Source: an optimization exercise on an open RTL-to-GDS flow (aim: small area, a short achievable clock period and few clock cycles). Production flows keep margins and buffers that such runs may drop.
RTL that was checked went through simulation tests only; none was proved equivalent to the original.
Power figures rest on the tool's default switching activity, not on a simulated workload.

==> module spu, before the edit <==
module spu(
input  clk,
input  rst,
input  start,
output stop,
input   [15:0] im_r_data,
output  [7:0]  im_addr,
output  [7:0] dm_addr,
output  dm_wr,
input  [15:0] dm_r_data,
output [15:0] dm_w_data
);
localparam [3:0] OP_LOAD  = 4'd0,
                 OP_STORE = 4'd1,
                 OP_ADD   = 4'd2,
                 OP_LOAC  = 4'd3,
                 OP_SUB   = 4'd4,
                 OP_JMPZ  = 4'd5,
                 OP_JUMP  = 4'd6,
                 OP_STOP  = 4'd15;
reg  [7:0]  pc;       
reg         fv;       
reg  [15:0] ir;       
reg         vd;       
reg         stopd;    
reg  [15:0] oha;      
reg  [15:0] ohb;      
reg         lcd;      
reg         fwda;     
reg         fwdb;     
reg  [15:0] a;        
reg  [15:0] b;        
reg         cin;      
reg  [7:0]  imme;     
reg  [7:0]  tgte;     
reg  [3:0]  rae;      
reg         we_e;     
reg         ld_e;     
reg         st_e;     
reg         jz_e;     
reg  [15:0] rf [0:15];
wire [3:0]  op_f = im_r_data[15:12];
wire [3:0]  op_d = ir[15:12];
wire [16:0] sum17 = {a, 1'b1} + {b, cin};
wire [15:0] alu   = sum17[16:1];
wire [15:0] res   = ld_e ? dm_r_data : alu;
wire        taken = jz_e & (a == 16'd0);
reg rst_q;
always @(posedge clk)
  rst_q <= rst;
wire [15:0] wd   = res & {16{~rst_q}};
wire [15:0] wsel = {16{rst_q}} | ({16{we_e}} & (16'd1 << rae));
always @(posedge clk) begin: rf_write
  integer i;
  for (i = 0; i < 16; i = i + 1)
    rf[i] <= (wd & {16{wsel[i]}}) | (rf[i] & {16{~wsel[i]}});
end
reg  [15:0] rda, rdb;
always @(*) begin: rf_read
  integer i;
  rda = {8'h00, ir[7:0] & {8{lcd}}};
  rdb = 16'd0;
  for (i = 0; i < 16; i = i + 1) begin
    rda = rda | (rf[i] & {16{oha[i]}});
    rdb = rdb | (rf[i] & {16{ohb[i]}});
  end
end
wire [15:0] va     = fwda ? res : rda;
wire [15:0] vb     = fwdb ? res : rdb;
wire        sub_d  = (op_d == OP_SUB);
wire        jz_d   = (op_d == OP_JMPZ);
wire [7:0]  tgt_d  = pc + ir[7:0] + 8'hff;    
wire        taken_d = vd & jz_d & ~fwda & ~taken & (rda == 16'd0);
wire        go_d   = vd & ~taken;
wire        we_n   = go_d & ((op_d == OP_LOAD) | (op_d == OP_ADD) | (op_d == OP_SUB) | (op_d == OP_LOAC));
always @(posedge clk) begin
  a    <= va;
  b    <= sub_d ? ~vb : vb;
  cin  <= sub_d;
  imme <= ir[7:0];
  tgte <= tgt_d;
  rae  <= ir[11:8];
  ld_e <= (op_d == OP_LOAD);
end
always @(posedge clk or posedge rst) begin
  if (rst) begin
    we_e <= 1'b0;
    st_e <= 1'b0;
    jz_e <= 1'b0;
  end else begin
    we_e <= we_n;
    st_e <= go_d & (op_d == OP_STORE);
    jz_e <= go_d & jz_d & fwda;
  end
end
reg  [7:0]  jt;
always @(*) begin: jump_adder
  reg [7:0] g, p, gg, pp, g2, p2;
  integer i;
  g = pc & im_r_data[7:0];
  p = pc ^ im_r_data[7:0];
  gg = g; pp = p;
  for (i = 1; i < 8; i = i + 1) begin
    g2[i] = gg[i] | (pp[i] & gg[i-1]);
    p2[i] = pp[i] & pp[i-1];
  end
  g2[0] = gg[0]; p2[0] = pp[0];
  gg = g2; pp = p2;
  for (i = 2; i < 8; i = i + 1) begin
    g2[i] = gg[i] | (pp[i] & gg[i-2]);
    p2[i] = pp[i] & pp[i-2];
  end
  gg = g2; pp = p2;
  for (i = 4; i < 8; i = i + 1) begin
    g2[i] = gg[i] | (pp[i] & gg[i-4]);
  end
  jt = p ^ {g2[6:0], 1'b0};
end
wire        kill_f = taken | taken_d | stopd;
wire        jump_f = fv & ~kill_f & (op_f == OP_JUMP);
wire        rd_ra_f = (op_f == OP_STORE) | (op_f == OP_JMPZ);
wire        rd_b_f  = (op_f == OP_ADD) | (op_f == OP_SUB);
wire        rd_a_f  = rd_ra_f | rd_b_f;
wire [3:0]  sa_f    = rd_ra_f ? im_r_data[11:8] : im_r_data[7:4];
always @(posedge clk) begin
  ir <= im_r_data;
  oha  <= rd_a_f ? (16'd1 << sa_f) : 16'd0;
  ohb  <= rd_b_f ? (16'd1 << im_r_data[3:0]) : 16'd0;
  lcd  <= (op_f == OP_LOAC);
  fwda <= we_n & rd_a_f & (ir[11:8] == sa_f);
  fwdb <= we_n & rd_b_f & (ir[11:8] == im_r_data[3:0]);
end
always @(posedge clk or posedge rst) begin
  if (rst) begin
    pc    <= 8'd0;
    fv    <= 1'b0;
    vd    <= 1'b0;
    stopd <= 1'b0;
  end else begin
    vd    <= fv & ~kill_f;
    stopd <= fv & ~kill_f & (op_f == OP_STOP);
    if (start) begin
      pc <= 8'd0;
      fv <= 1'b1;
    end else begin
      if (stopd)
        fv <= 1'b0;
      if (jump_f)
        pc <= jt;
      else if (taken)
        pc <= tgte;
      else if (taken_d)
        pc <= tgt_d;
      else
        pc <= pc + 8'd1;
    end
  end
end
assign im_addr   = pc;
assign dm_addr   = imme;
assign dm_wr     = st_e;
assign dm_w_data = a;
assign stop      = stopd;
endmodule
Settings: LEC_CHECK=0, ABC_CLOCK_PERIOD_IN_PS=2800, CAP_MARGIN=20, CORE_MARGIN=2, CORE_UTILIZATION=40, SETUP_SLACK_MARGIN=5, SLEW_MARGIN=20; clock period 8.0 ns.
run.sh (not shown) runs the stock make flow with config.mk's settings and CLKGATE_MAP_FILE= SYNTH_SCRIPT=/design/flow/synth_recipe.tcl, a recipe that flattens the netlist after the stock synthesis.
Testbench counts at the start, summed over its fixed seeds: cycles 54,590.
Rerun with:
--- a/flow/design.v
+++ b/flow/design.v
@@ -68,9 +68,6 @@
 wire [15:0] va     = fwda ? res : rda;
 wire [15:0] vb     = fwdb ? res : rdb;
 wire        sub_d  = (op_d == OP_SUB);
-wire        jz_d   = (op_d == OP_JMPZ);
-wire [7:0]  tgt_d  = pc + ir[7:0] + 8'hff;    
-wire        taken_d = vd & jz_d & ~fwda & ~taken & (rda == 16'd0);
 wire        go_d   = vd & ~taken;
 wire        we_n   = go_d & ((op_d == OP_LOAD) | (op_d == OP_ADD) | (op_d == OP_SUB) | (op_d == OP_LOAC));
 always @(posedge clk) begin
@@ -78,7 +75,7 @@
   b    <= sub_d ? ~vb : vb;
   cin  <= sub_d;
   imme <= ir[7:0];
-  tgte <= tgt_d;
+  tgte <= pc + ir[7:0] + 8'hff;    
   rae  <= ir[11:8];
   ld_e <= (op_d == OP_LOAD);
 end
@@ -90,33 +87,10 @@
   end else begin
     we_e <= we_n;
     st_e <= go_d & (op_d == OP_STORE);
-    jz_e <= go_d & jz_d & fwda;
+    jz_e <= go_d & (op_d == OP_JMPZ);
   end
 end
-reg  [7:0]  jt;
-always @(*) begin: jump_adder
-  reg [7:0] g, p, gg, pp, g2, p2;
-  integer i;
-  g = pc & im_r_data[7:0];
-  p = pc ^ im_r_data[7:0];
-  gg = g; pp = p;
-  for (i = 1; i < 8; i = i + 1) begin
-    g2[i] = gg[i] | (pp[i] & gg[i-1]);
-    p2[i] = pp[i] & pp[i-1];
-  end
-  g2[0] = gg[0]; p2[0] = pp[0];
-  gg = g2; pp = p2;
-  for (i = 2; i < 8; i = i + 1) begin
-    g2[i] = gg[i] | (pp[i] & gg[i-2]);
-    p2[i] = pp[i] & pp[i-2];
-  end
-  gg = g2; pp = p2;
-  for (i = 4; i < 8; i = i + 1) begin
-    g2[i] = gg[i] | (pp[i] & gg[i-4]);
-  end
-  jt = p ^ {g2[6:0], 1'b0};
-end
-wire        kill_f = taken | taken_d | stopd;
+wire        kill_f = taken | stopd;
 wire        jump_f = fv & ~kill_f & (op_f == OP_JUMP);
 wire        rd_ra_f = (op_f == OP_STORE) | (op_f == OP_JMPZ);
 wire        rd_b_f  = (op_f == OP_ADD) | (op_f == OP_SUB);
@@ -145,12 +119,10 @@
     end else begin
       if (stopd)
         fv <= 1'b0;
-      if (jump_f)
-        pc <= jt;
-      else if (taken)
+      if (taken)
         pc <= tgte;
-      else if (taken_d)
-        pc <= tgt_d;
+      else if (jump_f)
+        pc <= pc + im_r_data[7:0];
       else
         pc <= pc + 8'd1;
     end
What happened: The new run completed with no timing, DRC or antenna violations. Hold slack is better by 0.025 ns. Wire length shrinks by about 0.8%. Design area goes down by 2.4%. Power increases by 4.2%. Final cell count is lower by about 1%. Non-clock buffer count came out lower by 11. Register-to-register slack gets worse by 0.48 ns.
Function not checked in the second run of this note: the RTL went through the layout flow alone.


## lane 1
spu, a different RTL version from the one above (not shown whole).
Size: roughly 360 flip-flops, ~69 I/O pins, ~0.016 mm² of cells after synthesis.
==> module spu, before the edit <==
module spu(
input  clk,
input  rst,
input  start,
output stop,
input   [15:0] im_r_data,
output  [7:0]  im_addr,
output  [7:0] dm_addr,
output  dm_wr,
input  [15:0] dm_r_data,
output [15:0] dm_w_data
);
localparam [3:0] OP_LOAD  = 4'd0,
                 OP_STORE = 4'd1,
                 OP_ADD   = 4'd2,
                 OP_LOAC  = 4'd3,
                 OP_SUB   = 4'd4,
                 OP_JMPZ  = 4'd5,
                 OP_JUMP  = 4'd6,
                 OP_STOP  = 4'd15;
reg  [7:0]  pc;       
reg         fv;       
reg  [15:0] ir;       
reg         vd;       
reg         stopd;    
reg  [15:0] oha;      
reg  [15:0] ohb;      
reg         lcd;      
reg         fwda;     
reg         fwdb;     
reg  [15:0] a;        
reg  [15:0] b;        
reg         cin;      
reg  [3:0]  rae;      
reg         we_e;     
reg         ld_e;     
reg         st_e;     
reg         jz_e;     
reg  [15:0] rf [0:15];
wire [3:0]  op_f = im_r_data[15:12];
wire [3:0]  op_d = ir[15:12];
wire [16:0] sum17 = {a, 1'b1} + {b, cin};
wire [15:0] alu   = sum17[16:1];
wire [15:0] res   = ld_e ? dm_r_data : alu;
wire        taken = jz_e & (a == 16'd0);
reg rst_q;
always @(posedge clk)
  rst_q <= rst;
wire [15:0] wd   = res & {16{~rst_q}};
wire [15:0] wsel = {16{rst_q}} | ({16{we_e}} & (16'd1 << rae));
always @(posedge clk) begin: rf_write
  integer i;
  for (i = 0; i < 16; i = i + 1)
    rf[i] <= (wd & {16{wsel[i]}}) | (rf[i] & {16{~wsel[i]}});
end
reg  [15:0] rda, rdb;
always @(*) begin: rf_read
  integer i;
  rda = {8'h00, ir[7:0] & {8{lcd}}};
  rdb = 16'd0;
  for (i = 0; i < 16; i = i + 1) begin
    rda = rda | (rf[i] & {16{oha[i]}});
    rdb = rdb | (rf[i] & {16{ohb[i]}});
  end
end
wire [15:0] va     = fwda ? res : rda;
wire [15:0] vb     = fwdb ? res : rdb;
wire        sub_d  = (op_d == OP_SUB);
wire        jz_d   = (op_d == OP_JMPZ);
wire        ls_d   = (op_d == OP_LOAD) | (op_d == OP_STORE);
wire [7:0]  tgt_d  = pc + ir[7:0] + 8'hff;    
wire        go_d   = vd & ~taken;
wire        we_n   = go_d & ((op_d == OP_LOAD) | (op_d == OP_ADD) | (op_d == OP_SUB) | (op_d == OP_LOAC));
always @(posedge clk) begin
  a    <= va;
  b    <= (sub_d ? ~vb : vb) | {8'h00, (ir[7:0] & {8{ls_d}}) | (tgt_d & {8{jz_d}})};
  cin  <= sub_d;
  rae  <= ir[11:8];
  ld_e <= (op_d == OP_LOAD);
end
always @(posedge clk or posedge rst) begin
  if (rst) begin
    we_e <= 1'b0;
    st_e <= 1'b0;
    jz_e <= 1'b0;
  end else begin
    we_e <= we_n;
    st_e <= go_d & (op_d == OP_STORE);
    jz_e <= go_d & jz_d;
  end
end
reg  [7:0]  jt;
always @(*) begin: jump_adder
  reg [7:0] g, p, gg, pp, g2, p2;
  integer i;
  g = pc & im_r_data[7:0];
  p = pc ^ im_r_data[7:0];
  gg = g; pp = p;
  for (i = 1; i < 8; i = i + 1) begin
    g2[i] = gg[i] | (pp[i] & gg[i-1]);
    p2[i] = pp[i] & pp[i-1];
  end
  g2[0] = gg[0]; p2[0] = pp[0];
  gg = g2; pp = p2;
  for (i = 2; i < 8; i = i + 1) begin
    g2[i] = gg[i] | (pp[i] & gg[i-2]);
    p2[i] = pp[i] & pp[i-2];
  end
  gg = g2; pp = p2;
  for (i = 4; i < 8; i = i + 1) begin
    g2[i] = gg[i] | (pp[i] & gg[i-4]);
  end
  jt = p ^ {g2[6:0], 1'b0};
end
wire        kill_f = taken | stopd;
wire        jump_f = fv & ~kill_f & (op_f == OP_JUMP);
wire        rd_ra_f = (op_f == OP_STORE) | (op_f == OP_JMPZ);
wire        rd_b_f  = (op_f == OP_ADD) | (op_f == OP_SUB);
wire        rd_a_f  = rd_ra_f | rd_b_f;
wire [3:0]  sa_f    = rd_ra_f ? im_r_data[11:8] : im_r_data[7:4];
always @(posedge clk) begin
  ir <= im_r_data;
  oha  <= rd_a_f ? (16'd1 << sa_f) : 16'd0;
  ohb  <= rd_b_f ? (16'd1 << im_r_data[3:0]) : 16'd0;
  lcd  <= (op_f == OP_LOAC);
  fwda <= we_n & rd_a_f & (ir[11:8] == sa_f);
  fwdb <= we_n & rd_b_f & (ir[11:8] == im_r_data[3:0]);
end
always @(posedge clk or posedge rst) begin
  if (rst) begin
    pc    <= 8'd0;
    fv    <= 1'b0;
    vd    <= 1'b0;
    stopd <= 1'b0;
  end else begin
    vd    <= fv & ~kill_f;
    stopd <= fv & ~kill_f & (op_f == OP_STOP);
    if (start) begin
      pc <= 8'd0;
      fv <= 1'b1;
    end else begin
      if (stopd)
        fv <= 1'b0;
      if (jump_f)
        pc <= jt;
      else if (taken)
        pc <= b[7:0];
      else
        pc <= pc + 8'd1;
    end
  end
end
assign im_addr   = pc;
assign dm_addr   = b[7:0];
assign dm_wr     = st_e;
assign dm_w_data = a;
assign stop      = stopd;
endmodule
==> flow/config.mk <==
export PLATFORM = sky130hd
export DESIGN_NAME = spu
export DESIGN_NICKNAME = spu
export VERILOG_FILES = /design/flow/design.v
export SDC_FILE = /design/flow/constraint.sdc
export NUM_CORES = 4
export LEC_CHECK = 0
export ABC_CLOCK_PERIOD_IN_PS = 2800
export CAP_MARGIN = 20
export CORE_MARGIN = 2
export CORE_UTILIZATION = 40
export CTS_BUF_LIST = sky130_fd_sc_hd__clkbuf_8
export CTS_CLUSTER_DIAMETER = 60
export CTS_CLUSTER_SIZE = 16
export SETUP_SLACK_MARGIN = 5
export SLEW_MARGIN = 20
==> flow/constraint.sdc <==
create_clock -name core_clock -period 8.0 [get_ports {clk}]
set_input_delay 1.6000 -clock core_clock [delete_from_list [all_inputs] [get_ports {clk}]]
set_output_delay 1.6000 -clock core_clock [all_outputs]
set_load 0.01 [all_outputs]
standard.sh (not shown) runs the stock make flow with config.mk's settings and CLKGATE_MAP_FILE= SYNTH_SCRIPT=/design/flow/synth_recipe.tcl, a recipe that flattens the netlist after the stock synthesis.
==> flow/flow/run.sh <==
#!/bin/bash
# Layout flow: the standard ORFS layout (standard.sh, with the standard
# synthesis unchanged), except that the port buffers are plain buf_2 cells
# rather than the delay-cell buffers the resizer picks by default (the
# platform matches cell footprints when resizing, so a delay cell can never
# become a plain buffer later). Every port still gets its own buffer.
# make's full output goes to flow_make.log; each ORFS step writes its own log
# under orfs/logs/.
set -uo pipefail
bash standard.sh "BUFFER_PORTS_ARGS=-buffer_cell sky130_fd_sc_hd__buf_2" finish > flow_make.log 2>&1
status=$?
tail -n 40 flow_make.log
exit $status
Testbench counts of lane 1, summed over its fixed seeds: cycles 55,329.
Relative to lane 1, the following input files were edited for lane 2:
-- flow/design.v --
<<< lane 1, line 70
wire        ls_d   = (op_d == OP_LOAD) | (op_d == OP_STORE);
wire [7:0]  tgt_d  = pc + ir[7:0] + 8'hff;    
wire        go_d   = vd & ~taken;
wire        we_n   = go_d & ((op_d == OP_LOAD) | (op_d == OP_ADD) | (op_d == OP_SUB) | (op_d == OP_LOAC));
>>> lane 2, line 70
wire        ls_d   = (op_d == OP_LOAD) | (op_d == OP_STORE);
wire [7:0]  tgt_d  = pc + ir[7:0] + 8'hff;    
wire        taken_d = vd & jz_d & ~fwda & ~taken & (rda == 16'd0);
wire        go_d   = vd & ~taken;
wire        we_n   = go_d & ((op_d == OP_LOAD) | (op_d == OP_ADD) | (op_d == OP_SUB) | (op_d == OP_LOAC));
<<< lane 1, line 87
    we_e <= we_n;
    st_e <= go_d & (op_d == OP_STORE);
    jz_e <= go_d & jz_d;
  end
end
>>> lane 2, line 88
    we_e <= we_n;
    st_e <= go_d & (op_d == OP_STORE);
    jz_e <= go_d & jz_d & fwda;
  end
end
<<< lane 1, line 113
  jt = p ^ {g2[6:0], 1'b0};
end
wire        kill_f = taken | stopd;
wire        jump_f = fv & ~kill_f & (op_f == OP_JUMP);
wire        rd_ra_f = (op_f == OP_STORE) | (op_f == OP_JMPZ);
>>> lane 2, line 114
  jt = p ^ {g2[6:0], 1'b0};
end
wire        kill_f = taken | taken_d | stopd;
wire        jump_f = fv & ~kill_f & (op_f == OP_JUMP);
wire        rd_ra_f = (op_f == OP_STORE) | (op_f == OP_JMPZ);
<<< lane 1, line 146
      else if (taken)
        pc <= b[7:0];
      else
        pc <= pc + 8'd1;
>>> lane 2, line 147
      else if (taken)
        pc <= b[7:0];
      else if (taken_d)
        pc <= tgt_d;
      else
        pc <= pc + 8'd1;
Results
Looking at startpoint of the worst setup timing path, the oha[12] result is from lane 2; the b[0] one comes from lane 1.
Wire: lane 2 routes more than lane 1
Between lane 1 and lane 2, the flow reports cell count after placement increasing by a few percent.
The run showing the greater multi-input gate share of the layout cell area is lane 2.
First-pass GRT wire length grows slightly when moving from lane 1 to lane 2.
Compared with lane 1, area of all placed cells without fillers in lane 2 increased by a few percent.
Cmp lane 2 vs lane 1: final critical path time including I/O delays and setup higher in lane 2
Taking lane 2 over lane 1, the clock power ratio works out to 1.11.
Delta (lane 2 minus lane 1): area share of and/or/nand/nor cells after synthesis picked up an extra 0.97 points; post-CTS clock slew at the launch and capture registers of the worst setup and hold paths ~0 delta; number of cells produced by synthesis now larger; clock skew shrank by 0.0086 ns.
Looking at x dimension of the die, lane 2 sits above lane 1.
Testbench counts of lane 2, summed over its fixed seeds: cycles 54,590.

-- separate check: timing with driven ports --
The results above use ideal ports. As a check the final layouts listed here were re-extracted and re-timed, cells and wires unchanged. Step 1 assumes that a clkbuf_16 drives the clock port and a buf_2 every other input. Step 2, shift: input delay + t, output delay - t, t = (earliest + latest rising clock arrival at the registers) / 2. This alone moves slack from input paths to output paths. Three values: ideal, step 1, step 2; two values: the first two.
run	shift t [ns]	setup WS [ns]	worst setup path at the end
the first run of note 1	0.585	4.967 / 4.976 / 4.415	input to register
the second run of note 1	0.591	4.577 / 4.577 / 4.022	input to register
lane 1	0.708	5.034 / 4.999 / 4.512	input to register
lane 2	0.693	5.009 / 4.969 / 4.521	input to register
After both steps every run listed still meets setup and hold. For the second run of note 1, which loses most, drivers alone change the setup slack by 0.000 ns; drivers and shift together by -0.555 ns.
